From an optimization exercise on the open Yosys and OpenROAD flow, aimed at small area; shortcuts taken in it are not production practice.
At most, simulation tests tie the RTL to the original design; equivalence was not proved.
No activity file was given, so power comes from the tool's default toggle rates.

// reflet_cpu
module reflet_cpu #(
    parameter wordsize = 16,
    debug_output = 1
    )(
    input clk,
    input reset,
    input enable,
    input [wordsize-1:0] data_in,
    output reg [wordsize-1:0] addr,
    output reg [wordsize-1:0] data_out,
    output write_en,
    output reg quit,  
    output debug,
    input [3:0] interrupt_request,
    output [wordsize-1:0] debug_wr
    );
For scale: ~2,000 cells after synthesis, about 74 I/O pins, ~23,000 sq um of cells after synthesis.
==> flow/config.mk <==
export PLATFORM = sky130hd
export DESIGN_NAME = reflet_cpu
export DESIGN_NICKNAME = reflet_cpu
export VERILOG_FILES = /design/flow/design.v
export SDC_FILE = /design/flow/constraint.sdc
export NUM_CORES = 4
export LEC_CHECK = 0
export CAP_MARGIN = 20
export CORE_MARGIN = 2
export CORE_UTILIZATION = 55
export SETUP_SLACK_MARGIN = 0.15
export SLEW_MARGIN = 20
==> flow/constraint.sdc <==
create_clock -name core_clock -period 8.0 [get_ports {clk}]
set_input_delay 1.6000 -clock core_clock [delete_from_list [all_inputs] [get_ports {clk}]]
set_output_delay 1.6000 -clock core_clock [all_outputs]
set_load 0.01 [all_outputs]
standard.sh (not shown) runs the stock make flow with config.mk's settings and CLKGATE_MAP_FILE= SYNTH_SCRIPT=/design/flow/synth_recipe.tcl, a recipe that flattens the netlist after the stock synthesis.
==> flow/flow/run.sh <==
#!/bin/bash
# The standard layout (standard.sh), changed in three ways:
#  - synthesis is synth_recipe.tcl unchanged except that ABC maps the logic
#    with flow/abc.script, an area-oriented script (registers are mapped
#    before ABC runs, so they are the standard synthesis's);
#  - ports are buffered with sky130_fd_sc_hd__buf_1;
#    placement removes the synthesis buffers as usual;
#  - the clock tree is built with CTS_ARGS below, without dummy loads.
# make's output goes to run.log; each ORFS step keeps its own log under
# orfs/logs/.
set -euo pipefail
cd "$(dirname "$0")/.."
W=$PWD
cat > flow_synth.tcl <<EOT
proc abc {args} {
  set i [lsearch \$args -script]
  if {\$i >= 0} { lset args [expr {\$i + 1}] $W/flow/abc.script }
  yosys abc {*}\$args
}
source $W/synth_recipe.tcl
EOT
sed "s#SYNTH_SCRIPT=[^ ]*#SYNTH_SCRIPT=$W/flow_synth.tcl#" standard.sh > flow_standard.sh
grep -q "SYNTH_SCRIPT=$W/flow_synth.tcl" flow_standard.sh
export BUFFER_PORTS_ARGS="-buffer_cell sky130_fd_sc_hd__buf_1"
export CTS_ARGS="-sink_clustering_enable -repair_clock_nets -dont_use_dummy_load -buf_list sky130_fd_sc_hd__clkbuf_8 -sink_clustering_size 18 -sink_clustering_max_diameter 55"
bash flow_standard.sh > run.log 2>&1
==> flow/flow/abc.script <==
strash
dch
amap
topo
stime -c
Rerun with:
--- a/flow/design.v
+++ b/flow/design.v
@@ -90,21 +90,21 @@
             begin
                 inc[b] = a[b] ^ c;
                 c = c & a[b];
             end
         end
     endfunction
-    function [wordsize-1:0] dec(input [wordsize-1:0] a);
+    function [wordsize-1:0] step(input [wordsize-1:0] a, input down);
         integer b;
         reg c;
         begin
             c = 1;
             for (b=0; b<wordsize; b=b+1)
             begin
-                dec[b] = a[b] ^ c;
-                c = c & !a[b];
+                step[b] = a[b] ^ c;
+                c = c & (a[b] ^ down);
             end
         end
     endfunction
     wire en = enable & !quit;
     wire [wordsize-1:0] registers [15:0];  
     wire [wordsize-1:0] wr = registers[4'h0  ];
@@ -172,16 +172,15 @@
     wire byte_access = size_used == 2'd0;
     always @ (posedge clk)
         if (!reset)
             byte_mode <= 0;
         else if (en && (instruction == 8'hE7) && in_h)
             byte_mode <= !byte_mode;
-    wire [wordsize-1:0] sp_dec = {dec(sp >> 1), sp[0]};
-    wire [wordsize-1:0] sp_inc = {inc(sp >> 1), sp[0]};
+    wire [wordsize-1:0] sp_step = {step(sp >> 1, i_pop || i_ret), sp[0]};
     wire [wordsize-1:0] mem_addr = ( i_str || i_load ? other_register :
-                                   ( i_pop || i_ret ? sp_dec :
+                                   ( i_pop || i_ret ? sp_step :
                                    ( i_push || i_call ? sp :
                                    ( i_atom ? wr : 0 ))));
     wire [wordsize-1:0] cpu_addr = ( iok ? mem_addr : pc );
     always @ (posedge clk)
         if (en && reset)
             addr <= cpu_addr;
@@ -321,13 +320,13 @@
         if (!reset)
             quit <= 0;
         else if (write_back && !new_int && instruction == 8'hE8)
             quit <= 1;
     wire [wordsize-1:0] reg_in = ( !reset ? 0 : content );
     wire [wordsize-1:0] pc_in = ( !reset ? 4   : ( new_int ? routine : ( index == 4'hE   ? content : pc_inc ) ) );
-    wire [wordsize-1:0] sp_in = ( !reset ? 0   : ( index == 4'hF   ? content : ( i_pop || i_ret ? sp_dec : sp_inc ) ) );
+    wire [wordsize-1:0] sp_in = ( !reset ? 0   : ( index == 4'hF   ? content : sp_step ) );
     generate for (k=0; k<16; k=k+1) begin : regs
         reg [wordsize-1:0] q;
         wire load;
         if (k == 4'hE  )
         begin
             assign load = !reset || write_back;
Result: The new run passed the timing, design-rule and antenna checks. Die area shrinks by 0.46%. Non-clock buffer count went up by 4. Sequential power hardly moves. Clock power barely changes. Utilization goes up by 1.0 points. First-iteration DRC count rose by 14%. Routed wire length went down by 1.9%. Hold slack is better by 0.036 ns. Final area barely changes. Worst setup slack is worse by 0.056 ns. Combinational power rises by about 1%. Clock skew is higher by 0.018 ns. Total power is about the same. Clock-buffer cell count is unchanged.
For the second run of this note, only the layout was checked, not whether the RTL still works.

separate check: timing with driven ports:
The results above use ideal ports. As a check the final layouts listed here were re-extracted and re-timed, cells and wires unchanged.
Step 1 sets driving cells, clkbuf_16 on the clock port and buf_2 on the other inputs (assumed; they add their load-dependent delay and slew).
Step 2 also shifts input and output timing later by t, the mid clock arrival at the registers, as if the neighbouring blocks saw the same clock.
a / b / c = ideal / step 1 / step 2; a / b = the first two.
run	t (ns)	setup slack, ns	worst data-port slew with drivers (ns)
the first run	0.690	0.564 / 0.564 / 0.564	0.04
the second run	0.664	0.508 / 0.508 / 0.508	0.04
After both steps setup and hold are still met in every run listed.
